Source: an optimization exercise on an open RTL-to-GDS flow (aim: small area and a short achievable clock period). Production flows keep margins and buffers that such runs may drop.
In this exercise RTL edits were held to simulation tests only and were not proved equivalent to the original.
No driver is modelled on the clock port, so clocking that relies on it looks cheaper here than on a real chip.
Power and IR drop assume default switching activity.

===== flow/config.mk =====
export PLATFORM = sky130hd
export DESIGN_NAME = fifo29
export DESIGN_NICKNAME = fifo29
export VERILOG_FILES = /design/flow/design.v
export SDC_FILE = /design/flow/constraint.sdc
export NUM_CORES = 4
export LEC_CHECK = 0
export CAP_MARGIN = 20
export CORE_MARGIN = 2
export CORE_UTILIZATION = 52
export SETUP_SLACK_MARGIN = 1.6
export SLEW_MARGIN = 20
export SYNTH_HIERARCHICAL = 1
export SYNTH_MINIMUM_KEEP_SIZE = 0
export TNS_END_PERCENT = 0

===== flow/flow/pre_cts.tcl =====
# Hook run by ORFS before CTS: build a shallow clock tree by hand (port -> 4 middle
# buffers -> 12 leaf buffers -> flip-flops). TritonCTS then finds the clock already
# buffered and leaves it alone.
source [file join [file dirname [info script]] mtree.tcl]
manual_clock_tree 12 4 sky130_fd_sc_hd__clkbuf_16 sky130_fd_sc_hd__clkbuf_16

===== flow/flow/mtree.tcl =====

# balanced k-means: points are {obj x y}; returns list of cluster index per point, and centers
proc bk_means {pts k iters} {
  set n [llength $pts]
  set sorted [lsort -real -index 1 $pts]
  set cx {}; set cy {}
  for {set c 0} {$c < $k} {incr c} {
    set s [lindex $sorted [expr {int(($c + 0.5) * $n / $k)}]]
    lappend cx [lindex $s 1]; lappend cy [lindex $s 2]
  }
  set cap [expr {int(ceil(1.05 * $n / $k))}]
  for {set iter 0} {$iter < $iters} {incr iter} {
    # all (point, cluster, distance) triples, greedily assigned shortest first under capacity
    set trip {}
    for {set i 0} {$i < $n} {incr i} {
      set p [lindex $pts $i]
      for {set c 0} {$c < $k} {incr c} {
        lappend trip [list $i $c [expr {abs([lindex $p 1]-[lindex $cx $c]) + abs([lindex $p 2]-[lindex $cy $c])}]]
      }
    }
    set asg [lrepeat $n -1]
    set cnt [lrepeat $k 0]
    foreach t [lsort -real -index 2 $trip] {
      lassign $t i c d
      if {[lindex $asg $i] >= 0 || [lindex $cnt $c] >= $cap} continue
      lset asg $i $c
      lset cnt $c [expr {[lindex $cnt $c] + 1}]
    }
    set sx [lrepeat $k 0.0]; set sy [lrepeat $k 0.0]
    for {set i 0} {$i < $n} {incr i} {
      set c [lindex $asg $i]; set p [lindex $pts $i]
      lset sx $c [expr {[lindex $sx $c] + [lindex $p 1]}]
      lset sy $c [expr {[lindex $sy $c] + [lindex $p 2]}]
    }
    for {set c 0} {$c < $k} {incr c} {
      if {[lindex $cnt $c] > 0} {
        lset cx $c [expr {[lindex $sx $c] / [lindex $cnt $c]}]
        lset cy $c [expr {[lindex $sy $c] / [lindex $cnt $c]}]
      }
    }
  }
  return [list $asg $cx $cy $cnt]
}

proc mt_buffer {block master name innet x y} {
  set net [odb::dbNet_create $block ${name}_net]
  $net setSigType CLOCK
  set b [odb::dbInst_create $block $master $name]
  [$b findITerm A] connect $innet
  [$b findITerm X] connect $net
  $b setLocation [expr {int($x) - [$master getWidth]/2}] [expr {int($y)}]
  $b setPlacementStatus PLACED
  $b setSourceType TIMING
  return $net
}

proc manual_clock_tree {nleaf nmid leafcell midcell} {
  set block [ord::get_db_block]
  set clknet [$block findNet Clk]
  set sinks {}
  foreach it [$clknet getITerms] {
    set inst [$it getInst]
    lassign [$inst getLocation] x y
    set m [$inst getMaster]
    lappend sinks [list $it [expr {$x + [$m getWidth]/2}] [expr {$y + [$m getHeight]/2}]]
  }
  lassign [bk_means $sinks $nleaf 30] asg cx cy cnt
  set leafm [[ord::get_db] findMaster $leafcell]
  set leafin [lrepeat $nleaf $clknet]
  if {$nmid > 0} {
    set midm [[ord::get_db] findMaster $midcell]
    set lpts {}
    for {set c 0} {$c < $nleaf} {incr c} { lappend lpts [list $c [lindex $cx $c] [lindex $cy $c]] }
    lassign [bk_means $lpts $nmid 30] masg mx my mcnt
    set midnets {}
    for {set m 0} {$m < $nmid} {incr m} {
      lappend midnets [mt_buffer $block $midm clkbuf_mid_$m $clknet [lindex $mx $m] [lindex $my $m]]
    }
    for {set c 0} {$c < $nleaf} {incr c} { lset leafin $c [lindex $midnets [lindex $masg $c]] }
    puts "manual clock tree: mids $mcnt"
  }
  set leafnets {}
  for {set c 0} {$c < $nleaf} {incr c} {
    lappend leafnets [mt_buffer $block $leafm clkbuf_leaf_$c [lindex $leafin $c] [lindex $cx $c] [lindex $cy $c]]
  }
  for {set i 0} {$i < [llength $sinks]} {incr i} {
    set it [lindex [lindex $sinks $i] 0]
    $it disconnect
    $it connect [lindex $leafnets [lindex $asg $i]]
  }
  $clknet setSigType CLOCK
  puts "manual clock tree: [llength $sinks] sinks, $nleaf leaves, counts $cnt"
}

===== flow/flow/downsize.tcl =====
# Area recovery that keeps timing: try each sized-up logic cell at smaller drive
# strengths of the same cell and keep the smallest one that leaves the worst setup
# slack no lower than it was (less a small allowance) and adds no max-slew or
# max-capacitance violation. Clock buffers and cells without smaller versions are
# left alone; a flip-flop may only change drive strength, never its cell type.
proc ds_candidates {master} {
  if {![regexp {^(sky130_fd_sc_hd__[a-z0-9]+)_([0-9]+)$} $master -> base size]} { return {} }
  set out {}
  foreach s {0 1 2 3 4 6 8 12 16} {
    if {$s >= $size} break
    set lc [get_lib_cells -quiet */${base}_$s]
    if {$lc ne ""} { lappend out [get_name $lc] }
  }
  return $out
}

proc ds_inst_slack {name} {
  set worst 1e30
  foreach p [get_pins -of_objects [get_cells $name]] {
    set s [get_property $p slack_max]
    if {$s ne "" && $s ne "INF" && $s < $worst} { set worst $s }
  }
  return $worst
}

# guard: a cell is only made smaller if the paths through it keep at least this
# much more slack (ns) than the worst, as the later parasitics differ.
proc downsize_keep_timing {allow guard} {
  set block [ord::get_db_block]
  set target [expr {[sta::worst_slack_cmd max] - $allow * 1e-9}]
  set floor [expr {[sta::worst_slack_cmd max] * 1e9 + $guard}]
  set slew0 [sta::max_slew_violation_count]
  set cap0 [sta::max_capacitance_violation_count]
  set insts {}
  foreach inst [$block getInsts] {
    set m [[$inst getMaster] getName]
    if {[string match *clkbuf* $m] || [string match *tap* $m] || [string match *fill* $m] || [string match *decap* $m]} continue
    if {[$inst isDoNotTouch]} continue
    set c [ds_candidates $m]
    if {$c eq {}} continue
    lappend insts [list $inst $m $c [[$inst getMaster] getWidth]]
  }
  set saved 0; set n 0
  foreach e [lsort -integer -decreasing -index 3 $insts] {
    lassign $e inst m cands w
    set name [$inst getName]
    set kept $m
    if {[ds_inst_slack $name] < $floor} continue
    foreach c $cands {
      replace_cell [get_cells $name] [get_lib_cells */$c]
      if {[sta::worst_slack_cmd max] >= $target && [ds_inst_slack $name] >= $floor
          && [sta::max_slew_violation_count] <= $slew0
          && [sta::max_capacitance_violation_count] <= $cap0} { set kept $c; break }
    }
    if {$kept ne $m} {
      replace_cell [get_cells $name] [get_lib_cells */$kept]
      incr n
    } else {
      replace_cell [get_cells $name] [get_lib_cells */$m]
    }
  }
  puts "downsize_keep_timing: resized $n cells, worst slack [sta::worst_slack_cmd max] (target $target),\
 slew violations $slew0 -> [sta::max_slew_violation_count], cap violations $cap0 -> [sta::max_capacitance_violation_count]"
}

===== flow/constraint.sdc =====
create_clock -name core_clock -period 3.0 [get_ports {Clk}]
set_input_delay 0.6000 -clock core_clock [delete_from_list [all_inputs] [get_ports {Clk}]]
set_output_delay 0.6000 -clock core_clock [all_outputs]
set_load 0.01 [all_outputs]

===== flow/design.v =====
module fifo29(
    input Clk,
    input [31:0] dataIn,
    input RD,
    input WR,
    input EN,
    input Rst,
    output reg [31:0] dataOut,
    output reg EMPTY,
    output reg FULL
);
reg [31:0] FIFO [7:0];
reg [7:0] rdPtr, wrPtr;
reg notEmpty, notFull;
reg [7:0] rdOk;
wire act = EN && !Rst;
wire rdGo = act && RD && notEmpty;
wire wrGo = act && WR && notFull;
wire [7:0] rdPtrInc = {rdPtr[6:0], rdPtr[7]};
wire [7:0] wrPtrInc = {wrPtr[6:0], wrPtr[7]};
wire lastWord = |(rdPtrInc & wrPtr);
wire lastSlot = |(wrPtrInc & rdPtr);
wire hold = !EN;
wire clear = EN && Rst;
wire [7:0] rdStep = rdGo ? rdPtrInc : rdPtr;
wire [7:0] wrStep = wrGo ? wrPtrInc : wrPtr;
wire emptyStep = (rdGo && !wrGo) ? lastWord : (wrGo ? 1'b0 : !notEmpty);
wire fullStep = (wrGo && !rdGo) ? lastSlot : (rdGo ? 1'b0 : !notFull);
wire emptyNext = (act & emptyStep) | clear | (hold & !notEmpty);
wire fullNext = (act & fullStep) | (hold & !notFull);
wire [7:0] rdPtrNext = ({8{act}} & rdStep) | ({8{hold}} & rdPtr) | {7'd0, clear};
always @(posedge Clk) begin
    rdPtr <= rdPtrNext;
    rdOk <= rdPtrNext & {8{!emptyNext}};
    wrPtr <= ({8{act}} & wrStep) | ({8{hold}} & wrPtr) | {7'd0, clear};
    notEmpty <= !emptyNext;
    notFull <= !fullNext;
    EMPTY <= emptyNext;
    FULL <= fullNext;
end
wire [7:0] wrSlot = {8{notFull}} & wrPtr;
wire [7:0] rdSlot = rdOk;
wire [31:0] wrEn [7:0];
wire [31:0] rdSel [7:0];
wire [31:0] rdHold;
genvar g, c;
generate
    for (c = 0; c < 2; c = c + 1) begin : gLane
        for (g = 0; g < 8; g = g + 1) begin : gWord
            fifo29_and2 gw (.a(WR), .b(wrSlot[g]), .y(wrEn[g][16*c]));
            fifo29_gate4 gr (.en(EN), .req(RD), .rst(Rst), .ok(rdSlot[g]), .y(rdSel[g][16*c]));
            assign wrEn[g][16*c+15:16*c+1] = {15{wrEn[g][16*c]}};
            assign rdSel[g][16*c+15:16*c+1] = {15{rdSel[g][16*c]}};
        end
        fifo29_nand4 gh (.en(EN), .req(RD), .rst(Rst), .ok(notEmpty), .y(rdHold[16*c]));
        assign rdHold[16*c+15:16*c+1] = {15{rdHold[16*c]}};
    end
endgenerate
integer i, b;
always @(posedge Clk) begin
    for (i = 0; i < 8; i = i + 1)
        for (b = 0; b < 32; b = b + 1)
            if (wrEn[i][b])
                FIFO[i][b] <= dataIn[b];
end
wire [31:0] rdData;
genvar k;
generate
    for (k = 0; k < 32; k = k + 1) begin : gBit
        wire n0, n1, n2;
        fifo29_aoi222 g0 (.a0(FIFO[0][k]), .s0(rdSel[0][k]), .a1(FIFO[1][k]), .s1(rdSel[1][k]), .a2(FIFO[2][k]), .s2(rdSel[2][k]), .y(n0));
        fifo29_aoi222 g1 (.a0(FIFO[3][k]), .s0(rdSel[3][k]), .a1(FIFO[4][k]), .s1(rdSel[4][k]), .a2(FIFO[5][k]), .s2(rdSel[5][k]), .y(n1));
        fifo29_aoi222 g2 (.a0(FIFO[6][k]), .s0(rdSel[6][k]), .a1(FIFO[7][k]), .s1(rdSel[7][k]), .a2(dataOut[k]), .s2(rdHold[k]), .y(n2));
        assign rdData[k] = ~(n0 & n1 & n2);
    end
endgenerate
always @(posedge Clk)
    dataOut <= rdData;
endmodule
module fifo29_aoi222(
    input a0, s0, a1, s1, a2, s2,
    output y
);
assign y = ~((a0 & s0) | (a1 & s1) | (a2 & s2));
endmodule
module fifo29_gate4(
    input en, req, rst, ok,
    output y
);
assign y = en & req & !rst & ok;
endmodule
module fifo29_and2(
    input a, b,
    output y
);
assign y = a & b;
endmodule
module fifo29_nand4(
    input en, req, rst, ok,
    output y
);
assign y = !(en & req & !rst & ok);
endmodule

===== flow/flow/post_grt.tcl =====
# Hook run by ORFS at the end of global routing: give back the area of cells that
# repair sized up more than timing needs (flow/downsize.tcl), and route the changed
# nets again.
source [file join [file dirname [info script]] downsize.tcl]
global_route -start_incremental
downsize_keep_timing 0.0 0.15
global_route -end_incremental
estimate_parasitics -global_routing
report_worst_slack -max
report_design_area
write_guides $::env(RESULTS_DIR)/route.guide

===== flow/standard.sh =====
#!/bin/bash
# synth_recipe.tcl (not shown) runs the flow's synth.tcl, then flattens the netlist and writes it again
# the make line also repeats each setting of config.mk as NAME=value (left out here)
make -C /OpenROAD-flow-scripts/flow DESIGN_CONFIG=/design/flow/config.mk WORK_HOME=/design/flow/orfs CLKGATE_MAP_FILE= SYNTH_SCRIPT=/design/flow/synth_recipe.tcl "${@:-finish}"

===== flow/flow/run.sh =====
#!/bin/bash
# The standard layout (standard.sh), with these changes:
#  - plain buffers (buf_2) instead of delay buffers on the ports;
#  - a hand-built two-level clock tree, made by flow/pre_cts.tcl before CTS;
#  - area recovery after global routing that keeps the worst slack (flow/post_grt.tcl);
#  - any extra ORFS make variables listed one per line in flow/extra_args.txt.
# ORFS's own logs stay under orfs/logs; make's output goes to flow.log.
set -euo pipefail
here=$(pwd)
args=("BUFFER_PORTS_ARGS=-buffer_cell sky130_fd_sc_hd__buf_2" "PRE_CTS_TCL=$here/flow/pre_cts.tcl"
      "POST_GLOBAL_ROUTE_TCL=$here/flow/post_grt.tcl")
if [[ -f flow/extra_args.txt ]]; then
  while IFS= read -r line; do
    [[ -n "$line" ]] && args+=("$line")
  done < flow/extra_args.txt
fi
bash standard.sh "${args[@]}" finish > flow.log 2>&1

==> results.toml, run 1 <==
[placed_design]
place_ws_ns = 0.639
place_hpwl_um = 13500
dpl_cell_area_mm2 = 0.0117
placedCellCount = 921
gp_congestion = 0.819
port_buffers = 70

[job]
drv_cap = 0

[sta]
fin_crit_ns = 1.60
fmax_ghz = 0.626
setup_viol = 0
skew_ns = 0.0439
hold_slack_ns = 0.477
fin_crit_sh_pct = 53.2
relSlewSlack_pct = 68.4
finalMaxSlewViolations = 0
finalHoldViolCount = 0
worst_pin_slew_ns = 0.473
tns_ns = 0
setup_ws_ns = 1.40

[drt]
drc = 0
wire_per_inst_um = 25.7
routed_wl_um = 24300
ant_nets = 0
drt_pass1_iterations = 7
vias_per_cell = 6.42
via_count = 6060
drtIter0Drc = 871

[global_routing]
antenna_found_initial = 1
grt_max_degree = 29
track_usage_pct = 21.7
grt_remaining_overflow = 0
grt_pass1_vias = 6099
grt_pass1_wl_um = 36500

[synthesis]
synth-seq-cells = 316
synth_area_mm2 = 0.0109
synth_edf_count = 256
ys_async_sr_fraction_pct = 0
synthDistinctLibCells = 31
synth_nets = 599
synth_ff_type = "edfxtp_1"
synthCells = 562
synth_warnings = 9
syn_area_per_cell_um2 = 19.4
yosysSeqAreaShare_pct = 81.3

[power_and_ir_drop]
power_mw = 8.41
p_comb_share_pct = 11.3
p_int_mw = 6.50
p_leak_nw = 3.88
vdd_drop_max_uv = 472
sw_frac_of_total_pct = 22.8
seq_power_share_pct = 63.4
power.switching_mw = 1.91
pwr-share-clk_pct = 25.2
power_density_mw_per_mm2 = 690

[final_layout]
antenna-diode-count = 0
final_area_mm2 = 0.0122
syn_to_final_growth_pct = 11.5
final_cells = 944
drive_above_1_share_pct = 12.0
finalNetCount = 708
fillers = 1644
utilization_pct = 58.5

[outcome]
status = "finished clean"

[setup_path]
reg2reg_slack_ns = 1.51
cp-startpoint = "RD"
start_kind = "input port"
arrival_ns = 1.82
crit_required_ns = 3.22
crit_end = "rdOk[3]$_DFF_P_"
r2r-end = "rdOk[3]$_DFF_P_"
reg2reg_depth = 4
worst_setup_path_end_kind = "flip-flop"
crit_type = "input port to flip-flop"
critPathMaxFanout = 22
worstReg2RegStart = "notEmpty$_DFF_P_"

[clock_tree]
clk_pin_slew_worst_paths_ns = 0.10
ctsHoldBuffers = 0
clk_latency_ns = 0.32
cts_resized = 41
post_cts.repair.setup_buffers = 6

[floorplanning]
rows = 53
fp.dieH_um = 149
die_w_um = 149
dieArea_mm2 = 0.0222
start_util_pct = 52.5
coreArea_mm2 = 0.0208
pin_count = 71

[hold_path]
hold_class = "flip-flop to flip-flop"
worst min path at each step:
stage                                startpoint                  end  depth (start not counted)
final                     FIFO[7][14]$_DFFE_PP_  dataOut[14]$_DFF_P_                          2
after CTS                 FIFO[4][18]$_DFFE_PP_  dataOut[18]$_DFF_P_                          2
after detailed placement  FIFO[4][18]$_DFFE_PP_  dataOut[18]$_DFF_P_                          2
after global placement    FIFO[4][26]$_DFFE_PP_  dataOut[26]$_DFF_P_                          2
after floorplan            FIFO[4][0]$_DFFE_PP_   dataOut[0]$_DFF_P_                          2
Yosys stat by module, one instance, submodules excluded:
module         cell area (um^2)  cells  times used  flip-flops and latches
fifo29                     9690    432           1                     316
fifo29_and2                6.26      1          16                       0
fifo29_aoi222              10.0      1          96                       0
fifo29_gate4               10.0      1          16                       0
fifo29_nand4               8.76      1           2                       0
power by group through the flow:
stage / clock network (mW) / registers (mW) / logic [mW]
2_1_floorplan: 0 / 5.48 / 0.451
3_3_place_gp: 0 / 5.42 / 0.968
3_5_place_dp: 0 / 5.43 / 0.998
4_1_cts: 1.69 / 5.43 / 1.02
6_report: 2.12 / 5.33 / 0.955
worst max-delay path, cell delays in order:
cell and delay [ns]:
buf_4 0.21, nand2_1 0.29, nor3_4 0.27, nand4_4 0.19, a21boi_0 0.25
metal layers:
layer	routed length, um	GRT usage (%)	part of all wire [%]	vias to the layer above
met5	0	0	0	-
met4	328	3.90	1.4	0
met3	1720	2.32	7.1	24
met2	12400	39.0	51	241
met1	9800	29.3	40	3084
li1	-	-	-	2711
cell families (layout without fill, tap and decap cells):
logic type	count (synthesis)	after routing	share of synthesized area, %
AOI/OAI and AO/OA	144	144	12.6
buffers and inverters	9	116	0.481
DFF	316	316	81.3
and+or+nand+nor	93	93	5.58
state kept, by name, indices dropped and copies added (netlist names):
register  count
dataOut      32
wrPtr         8
rdPtr         8
FULL          1
FIFO        256
rdOk          8
notFull       1
EMPTY         1
notEmpty      1
layout make-up, clock buffers not listed:
class / count / area (um^2) / share of cell area [%]
inverters: 4 / 15.0 / 0.123
multi-input cells: 237 / 2010 / 16.5
flip-flops and latches: 316 / 8890 / 73.0
well taps: 275 / 344 / 2.82
repair buffers: 96 / 527 / 4.32
cell usage in the layout (no fill, tap or decap), drive strengths merged, types with 2 or more instances in the layout:
cell type,count
a21oi,5
nor3,2
a222oi,96
buf,96
nand3,33
a21boi,8
dfxtp,60
a22o,5
nand2b,3
nand4b,2
nor2,2
a22oi,17
o2bb2ai,9
clkbuf,16
inv,4
and4b,16
and2,26
nand2,7
edfxtp,256
synth_stat cells (all sizes together), types with 3 or more instances:
cell type  number  area, um^2
and4b          16         160
o2bb2ai         9         116
a222oi         96         961
inv             4        15.0
nand2b          3        18.8
a21oi           5        28.8
edfxtp        256        7690
nand2           7        28.8
buf             5        37.5
nand3          33         165
dfxtp          60        1200
a22oi          17         138
and2           26         163
a22o            5        43.8
a21boi          8        60.1
==> inputs of run 2 (changes only) <==
--- a/flow/config.mk
+++ b/flow/config.mk
@@ -7,9 +7,9 @@
 export LEC_CHECK = 0
 export CAP_MARGIN = 20
 export CORE_MARGIN = 2
-export CORE_UTILIZATION = 52
+export CORE_UTILIZATION = 50
 export SETUP_SLACK_MARGIN = 1.6
 export SLEW_MARGIN = 20
 export SYNTH_HIERARCHICAL = 1
 export SYNTH_MINIMUM_KEEP_SIZE = 0
-export TNS_END_PERCENT = 0
+export TNS_END_PERCENT = 10
==> results.toml, run 2 <==
[power_and_ir_drop]
power_density_mw_per_mm2 = 684
p_leak_nw = 4.02
power_mw = 8.52
vdd_drop_max_uv = 435

[setup_path]
reg2reg_depth = 4
crit_required_ns = 3.20
crit_type = "input port to flip-flop"
crit_end = "dataOut[20]$_DFF_P_"
crit_family = "buffers and inverters"
crit_slowest_cell = "a222oi_1"
worst-path-buf-inv = 3
start_kind = "input port"
worstReg2RegStart = "wrPtr[6]$_DFF_P_"
r2r-end = "rdOk[1]$_DFF_P_"
crit_path_max_incr_delay_ns = 0.34
cp-startpoint = "Rst"
worst_setup_path_end_kind = "flip-flop"
crit_chain = "buf_16 -> nand4b_1 -> buf_6 -> buf_2 -> a222oi_1 -> nand3_1"
critPathMaxFanout = 8
arrival_ns = 1.70
cp_num_cells = 6
reg2reg_slack_ns = 1.53

[global_routing]
grt_remaining_overflow = 0
track_usage_pct = 21.5
grt_pass1_wl_um = 38000
grt_max_degree = 40
antenna_found_initial = 2
grt_pass1_vias = 6226

[synthesis]
ys_async_sr_fraction_pct = 0
synth-seq-cells = 316
yosysMostFrequentCell = "edfxtp_1"
synth_warnings = 9
synthDistinctLibCells = 31
synth_area_leader_cell = "edfxtp_1"
yosysSeqAreaShare_pct = 81.3
synth_edf_count = 256
synthCells = 562
synthTopCellsByCount = "edfxtp_1, a222oi_1, dfxtp_1"
synth_area_mm2 = 0.0109
synth_ff_type = "edfxtp_1"
syn_area_per_cell_um2 = 19.4
synth_top_area_share_pct = 70.3
synth.area.top_cells = "edfxtp_1, dfxtp_1, a222oi_1, nand3_1, and2_1"
synth_nets = 599

[final_layout]
layout_common_cells = "edfxtp_1, a222oi_1, dfxtp_1"
fillers = 1691
largest-register = "FIFO"
top_regs = "FIFO (256), dataOut (32)"
final_cells = 958
largest_reg_flops = 256
drive_above_1_share_pct = 17.0
finalNetCount = 717
syn_to_final_growth_pct = 14.0
antenna-diode-count = 0
layout_commonest_cell = "edfxtp_1"

[sta]
skew_ns = 0.0401
fmax_ghz = 0.671
finalHoldViolCount = 0
relSlewSlack_pct = 67.1
fin_crit_ns = 1.49
tns_ns = 0
finalMaxSlewViolations = 0
fin_crit_sh_pct = 49.7
setup_viol = 0
worst_pin_slew_ns = 0.494

[drt]
drc = 0
drt_pass1_iterations = 8
routed_wl_um = 26600
drtIter0Drc = 1105
vias_per_cell = 6.58
via_count = 6303
ant_nets = 0
wire_per_inst_um = 27.8

[clock_tree]
post_cts.repair.setup_buffers = 0
ctsHoldBuffers = 0
clk_pin_slew_worst_paths_ns = 0.10
clk_latency_ns = 0.33
cts_resized = 47

[floorplanning]
coreArea_mm2 = 0.0216
pin_count = 71
fp.dieH_um = 152
start_util_pct = 50.5
dieArea_mm2 = 0.0231
die_w_um = 152
rows = 54

[outcome]
status = "finished clean"

[placed_design]
gp_congestion = 0.756
place_hpwl_um = 13600
placedCellCount = 925
port_buffers = 70

[hold_path]
hold_class = "flip-flop to flip-flop"
hp-start = "FIFO[4][15]$_DFFE_PP_"

[job]
drv_cap = 0
## run 2: worst min-delay path by stage
stage | to | slack (ns) | depth (start not counted)
after floorplan | dataOut[0]$_DFF_P_ | 0.44 | 2
final | dataOut[15]$_DFF_P_ | 0.45 | 2
after global placement | dataOut[27]$_DFF_P_ | 0.45 | 2
after detailed placement | dataOut[10]$_DFF_P_ | 0.46 | 2
after CTS | dataOut[10]$_DFF_P_ | 0.46 | 2
## run 2: area by class of cell, clock buffers not listed
type	count	area (um^2)	area share [%]
repair buffers	99	698	5.60
flip-flops and latches	316	8900	71.5
multi-input cells	243	2090	16.8
inverters	4	15.0	0.121
well taps	280	350	2.81
## run 2: tightest hold or removal path: stages, from the launching register on
cell	delay (ns)
edfxtp_1	0.33
a222oi_1	0.06
nand3_1	0.06
## run 2: kinds of logic (layout without fill, tap and decap cells)
kind of cell	Yosys count	in the layout	synth area share, %
DFF	316	316	81.3
AOI/OAI and AO/OA	144	144	12.6
and+or+nand+nor	93	99	5.58
buffers and inverters	9	119	0.481
## run 2: per-layer routing
layer  GRT usage [%]  vias up  routed length (um)
li1                -     2748                   -
met1            28.6     3180               10200
met2            38.3      330               13600
met3            2.94       41                2380
met4            4.23        4                 476
met5               0        -                  27
## run 2: per-stage QoR
| stage | setup WS (ns) | util, % | hold slack (ns) | area [um^2] |
|---|---|---|---|---|
| 6_report | 1.51 | 57.6 | 0.449 | 12500 |
| 3_3_place_gp | 0.664 | 54.2 | 0.450 | 11700 |
| 4_1_cts | 1.22 | 56.9 | 0.459 | 12300 |
| 3_5_place_dp | 0.601 | 54.2 | 0.458 | 11700 |
| 2_1_floorplan | 1.36 | - | 0.445 | 10900 |
## run 2: per-module statistics from Yosys, one instance, submodules excluded
module         flip-flops and latches  cell area [um^2]  times used  cells inside
fifo29                            316              9690           1           432
fifo29_and2                         0              6.26          16             1
fifo29_aoi222                       0              10.0          96             1
fifo29_gate4                        0              10.0          16             1
fifo29_nand4                        0              8.76           2             1
## run 2: report_power, final
part,switching (mW),total [mW],internal (mW)
clock network,1.18,2.14,0.965
registers,0.235,5.35,5.12
logic,0.545,1.02,0.479
total,1.96,8.52,6.56
==> inputs of run 3 (changes only) <==
--- a/flow/config.mk
+++ b/flow/config.mk
@@ -12,4 +12,4 @@
 export SLEW_MARGIN = 20
 export SYNTH_HIERARCHICAL = 1
 export SYNTH_MINIMUM_KEEP_SIZE = 0
-export TNS_END_PERCENT = 10
+export TNS_END_PERCENT = 0
==> results.toml, run 3 <==
[outcome]
status = "finished clean"

[global_routing]
grt_remaining_overflow = 0
antenna_found_initial = 1
grt_pass1_wl_um = 37100
grt_use_met2_pct = 37.0
met3_usage_pct = 1.60
grt_max_degree = 36
met1_usage_pct = 27.8
grt_pass1_vias = 6206
track_usage_pct = 20.6
top_usage_layer = "met2"

[hold_path]
hold_end = "dataOut[27]$_DFF_P_"
hp-start = "FIFO[4][27]$_DFFE_PP_"
hold_class = "flip-flop to flip-flop"
whs_path_depth = 2

[synthesis]
ys_async_sr_fraction_pct = 0
synth_area_leader_cell = "edfxtp_1"
yosysMostFrequentCell = "edfxtp_1"
synth.area.top_cells = "edfxtp_1, dfxtp_1, a222oi_1, nand3_1, and2_1"
synth-seq-cells = 316
synth_warnings = 9
synth_edf_count = 256
synth_top_area_share_pct = 70.3
yosysSeqAreaShare_pct = 81.3
synth_area_mm2 = 0.0109
synth_nets = 599
synthTopCellsByCount = "edfxtp_1, a222oi_1, dfxtp_1"
syn_area_per_cell_um2 = 19.4
synth_ff_type = "edfxtp_1"
synthDistinctLibCells = 31
synthCells = 562

[setup_path]
worst-path-buf-inv = 2
crit_family = "simple AND/OR/NAND/NOR gates"
crit_slowest_cell = "a222oi_1"
r2r-end = "rdOk[3]$_DFF_P_"
start_kind = "input port"
critPathMaxFanout = 28
crit_type = "input port to flip-flop"
reg2reg_slack_ns = 1.60
crit_chain = "buf_12 -> and4b_4 -> buf_6 -> a222oi_1 -> nand3_1"
crit_required_ns = 3.18
worst_setup_path_end_kind = "flip-flop"
worstReg2RegStart = "notEmpty$_DFF_P_"
crit_path_max_incr_delay_ns = 0.34
reg2reg_depth = 4
arrival_ns = 1.64

[final_layout]
layout_common_cells = "edfxtp_1, a222oi_1, dfxtp_1"
top_regs = "FIFO (256), dataOut (32)"
finalNetCount = 706
final_cells = 947
layout_commonest_cell = "edfxtp_1"
largest_reg_flops = 256
antenna-diode-count = 0
final_area_mm2 = 0.0122
syn_to_final_growth_pct = 12.1
drive_above_1_share_pct = 15.6
largest-register = "FIFO"

[sta]
fin_crit_sh_pct = 48.6
skew_ns = 0.0254
fmax_ghz = 0.685
finalMaxSlewViolations = 0
finalHoldViolCount = 0
tns_ns = 0
setup_viol = 0
relSlewSlack_pct = 70.7
fin_crit_ns = 1.46
worst_pin_slew_ns = 0.439

[drt]
vias_per_cell = 6.49
ant_nets = 0
drt_pass1_iterations = 8
via_count = 6149
drtIter0Drc = 899
wire_per_inst_um = 26.3
routed_wl_um = 24900
drc = 0

[floorplanning]
rows = 54
start_util_pct = 50.5
die_w_um = 152
coreArea_mm2 = 0.0216
dieArea_mm2 = 0.0231
pin_count = 71
fp.dieH_um = 152

[placed_design]
port_buffers = 70
gp_congestion = 0.738
place_hpwl_um = 13600
dpl_cell_area_mm2 = 0.0117
placedCellCount = 925

[power_and_ir_drop]
p_leak_nw = 3.96
power_density_mw_per_mm2 = 692
vdd_drop_max_uv = 779

[clock_tree]
post_cts.repair.setup_buffers = 0
clk_latency_ns = 0.32
clk_pin_slew_worst_paths_ns = 0.10
cts_resized = 40
ctsHoldBuffers = 0

[job]
drv_cap = 0
[run 3: changes by cell type in the layout (fill, tap and decap cells not counted), sizes merged]
| cell | previous run | this run |
|---|---|---|
| and4b | 21 | 17 |
| nand4 | 2 | 1 |
| clkbuf | 21 | 17 |
| buf | 94 | 92 |
[run 3: area by class of cell, clock buffers not listed]
| class | count | area, um^2 |
|---|---|---|
| Tap cell | 280 | 350 |
| Multi-Input combinational cell | 238 | 2030 |
| Timing Repair Buffer | 93 | 559 |
| Sequential cell | 316 | 8890 |
| Fill cell | 1661 | 9370 |
| Inverter | 4 | 15.0 |
[run 3: cells by family (layout without fill, tap and decap cells)]
logic type             after synthesis  count (layout)  synth area share (%)
buffers and inverters                9             113                 0.481
AO/OA/AOI/OAI                      144             144                  12.6
flip-flops                         316             316                  81.3
AND/OR/NAND/NOR                     93              94                  5.58
[run 3: worst reg2reg max path, stage by stage, from the launching register on]
cell       delay [ns]
dfxtp_2          0.44
and3_1           0.38
a22oi_1          0.14
o2bb2ai_2        0.17
a21boi_1         0.18
[run 3: Yosys stat by module, one instance, submodules excluded]
module	cell area, um^2	times used	cells	flops+latches
fifo29_aoi222	10.0	96	1	0
fifo29	9690	1	432	316
fifo29_nand4	8.76	2	1	0
fifo29_gate4	10.0	16	1	0
fifo29_and2	6.26	16	1	0
[run 3: power by group]
group	switching [mW]	leakage [nW]	internal, mW
Clock	1.18	0.197	0.965
Combinational	0.533	0.938	0.460
Sequential	0.220	2.82	5.11
Total	1.93	3.96	6.54
[run 3: worst max-delay path by stage]
stage | start | to | slack (ns) | depth (start not counted)
2_1_floorplan | Rst | dataOut[0]$_DFF_P_ | 1.36 | 3
3_3_place_gp | Rst | dataOut[14]$_DFF_P_ | 0.66 | 4
3_5_place_dp | Rst | dataOut[13]$_DFF_P_ | 0.60 | 4
4_1_cts | EN | dataOut[30]$_DFF_P_ | 1.21 | 5
6_report | EN | dataOut[4]$_DFF_P_ | 1.54 | 5
[run 3: routing by layer]
layer,wire length [um],up-vias
li1,-,2704
met1,9840,3154
met2,12800,247
met3,1630,42
met4,613,2
met5,13,-
[run 3: metrics by stage]
step | total power, mW | worst slack (ns) | hold WS (ns) | util, %
2_1_floorplan | 5.93 | 1.36 | 0.445 | -
3_3_place_gp | 6.38 | 0.665 | 0.455 | 54.2
3_5_place_dp | 6.42 | 0.600 | 0.459 | 54.2
4_1_cts | 8.13 | 1.21 | 0.458 | 56.6
6_report | 8.47 | 1.54 | 0.482 | 56.6
==> inputs of run 4 (changes only) <==
--- a/flow/config.mk
+++ b/flow/config.mk
@@ -8,7 +8,7 @@
 export CAP_MARGIN = 20
 export CORE_MARGIN = 2
 export CORE_UTILIZATION = 50
-export SETUP_SLACK_MARGIN = 1.6
+export SETUP_SLACK_MARGIN = 1.7
 export SLEW_MARGIN = 20
 export SYNTH_HIERARCHICAL = 1
 export SYNTH_MINIMUM_KEEP_SIZE = 0
==> results.toml, run 4 <==
[drt]
wire_per_inst_um = 26.3
drtIter0Drc = 899
drc = 0
routed_wl_um = 24900
via_count = 6149
drt_pass1_iterations = 8
ant_nets = 0
vias_per_cell = 6.49

[outcome]
status = "finished clean"

[power_and_ir_drop]
vdd_drop_max_uv = 779
p_comb_share_pct = 11.7
seq_power_share_pct = 63.0
p_leak_nw = 3.96
pwr-share-clk_pct = 25.3
sw_frac_of_total_pct = 22.8
power.switching_mw = 1.93
power_density_mw_per_mm2 = 692
p_int_mw = 6.54

[final_layout]
top_regs = "FIFO (256), dataOut (32)"
ff_latch_area_mm2 = 0.00889
finalNetCount = 706
antenna-diode-count = 0
largest-register = "FIFO"
final_cells = 947
syn_to_final_growth_pct = 12.1
multi_input_area_mm2 = 0.00203
drive_above_1_share_pct = 15.6
layout_common_cells = "edfxtp_1, a222oi_1, dfxtp_1"
fillers = 1661
largest_reg_flops = 256
layout_commonest_cell = "edfxtp_1"

[global_routing]
track_usage_pct = 20.6
grt_pass1_wl_um = 37100
grt_pass1_vias = 6206
antenna_found_initial = 1
grt_remaining_overflow = 0
grt_max_degree = 36

[clock_tree]
cts_resized = 40
post_cts.repair.setup_buffers = 0
ctsHoldBuffers = 0
clk_latency_ns = 0.32
clk_pin_slew_worst_paths_ns = 0.10

[sta]
skew_ns = 0.0254
fin_crit_ns = 1.46
relSlewSlack_pct = 70.7
fin_crit_sh_pct = 48.6
tns_ns = 0
finalMaxSlewViolations = 0
fmax_ghz = 0.685
worst_pin_slew_ns = 0.439
setup_viol = 0
finalHoldViolCount = 0

[synthesis]
synth_edf_count = 256
synth_top_area_share_pct = 70.3
synth.area.top_cells = "edfxtp_1, dfxtp_1, a222oi_1, nand3_1, and2_1"
ys_async_sr_fraction_pct = 0
synth_nets = 599
synthAdderAreaFrac_pct = 0
yosysSeqAreaShare_pct = 81.3
synthDistinctLibCells = 31
synthTopCellsByCount = "edfxtp_1, a222oi_1, dfxtp_1"
synth_area_mm2 = 0.0109
syn_area_per_cell_um2 = 19.4
synthSimpleGateAreaFrac_pct = 5.58
synth_area_leader_cell = "edfxtp_1"
synthXorXnorAreaFrac_pct = 0
yosysMostFrequentCell = "edfxtp_1"
synth_compound_area_share_pct = 12.6
synth_ff_type = "edfxtp_1"
synthCells = 562
synth-seq-cells = 316
muxShareOfSynthArea_pct = 0
synth_warnings = 9
synth_top_family_by_area = "compound AO/OA/AOI/OAI gates"

[floorplanning]
coreArea_mm2 = 0.0216
fp.dieH_um = 152
die_w_um = 152
dieArea_mm2 = 0.0231
rows = 54
pin_count = 71
start_util_pct = 50.5

[setup_path]
crit_required_ns = 3.18
start_kind = "input port"
critPathMaxFanout = 28
arrival_ns = 1.64
crit_type = "input port to flip-flop"
worst_setup_path_end_kind = "flip-flop"

[placed_design]
placedCellCount = 925
place_hpwl_um = 13600
gp_congestion = 0.738
port_buffers = 70

[hold_path]
hold_class = "flip-flop to flip-flop"

[job]
drv_cap = 0
==> run 4: path summary, 6_finish.rpt <==
| kind | from | end | slack [ns] | cells after the start |
|---|---|---|---|---|
| hold / removal | FIFO[4][27]$_DFFE_PP_ | dataOut[27]$_DFF_P_ | 0.48 | 2 |
| setup reg to reg | notEmpty$_DFF_P_ | rdOk[3]$_DFF_P_ | 1.60 | 4 |
| setup / recovery | EN | dataOut[4]$_DFF_P_ | 1.54 | 5 |
| hold reg to reg | FIFO[4][27]$_DFFE_PP_ | dataOut[27]$_DFF_P_ | 0.48 | 2 |
==> run 4: area by class of cell, clock buffers not listed <==
type                    count  share of cell area, %
inverters                   4                  0.123
flip-flops and latches    316                   72.6
multi-input cells         238                   16.6
repair buffers             93                   4.57
well taps                 280                   2.86
==> run 4: metrics by stage <==
step / worst slack, ns / util, % / hold WS (ns) / cell area [um^2] / power (mW)
floorplan: 1.36 / - / 0.445 / 10900 / 5.93
global placement: 0.665 / 54.2 / 0.455 / 11700 / 6.38
detailed placement: 0.600 / 54.2 / 0.459 / 11700 / 6.42
CTS: 1.21 / 56.6 / 0.458 / 12200 / 8.13
finish: 1.54 / 56.6 / 0.482 / 12200 / 8.47
==> run 4: worst max-delay path: stages <==
cell	delay (ns)
buf_12	0.14
and4b_4	0.26
buf_6	0.16
a222oi_1	0.34
nand3_1	0.13
==> run 4: kinds of logic after synthesis <==
kind of cell           count (synthesis)
AOI/OAI and AO/OA                    144
buffers and inverters                  9
DFF                                  316
and+or+nand+nor                       93
==> run 4: power by group through the flow <==
stage	clock network [mW]	registers, mW	logic, mW
2_1_floorplan	0	5.48	0.451
3_3_place_gp	0	5.41	0.967
3_5_place_dp	0	5.43	0.994
4_1_cts	1.69	5.43	1.01
6_report	2.14	5.34	0.993
==> run 4: per-module statistics from Yosys, one instance, submodules excluded <==
module         cell area, um^2  cells  flip-flops and latches  copies in the design
fifo29_and2               6.26      1                       0                    16
fifo29_aoi222             10.0      1                       0                    96
fifo29_gate4              10.0      1                       0                    16
fifo29_nand4              8.76      1                       0                     2
fifo29                    9690    432                     316                     1
==> run 4: routing by layer <==
metal | vias to the layer above | GRT usage, % | routed length [um]
met3 | 42 | 1.60 | 1630
met4 | 2 | 4.63 | 613
met2 | 247 | 37.0 | 12800
met1 | 3154 | 27.8 | 9840
li1 | 2704 | - | -
met5 | - | 0 | 13

-- what the ideal ports hide --
Ports are ideal in the flow. The routed layouts listed here were re-timed in OpenROAD. Step 1, drivers: a clkbuf_16 drives Clk and a buf_2 each remaining input, both assumed. Step 2, shift: input delay + t, output delay - t, t = (earliest + latest rising clock arrival at the registers) / 2. This alone moves slack from input paths to output paths. a / b / c = ideal / step 1 / step 2; a / b = the first two.
run	t (ns)	setup WS [ns]	worst register clock-pin slew, ns	worst slew at a driven data input, ns
run 1	0.399	1.403 / 1.442 / 1.060	0.10 / 0.10	0.07
run 2	0.398	1.509 / 1.416 / 1.035	0.10 / 0.10	0.26
run 3	0.385	1.541 / 1.462 / 1.129	0.10 / 0.10	0.14
run 4	0.385	1.541 / 1.462 / 1.129	0.10 / 0.10	0.14
After both steps every run listed still meets setup and hold. The setup slack of run 2, which loses most, moves by -0.093 ns with the drivers and by -0.474 ns with both steps.
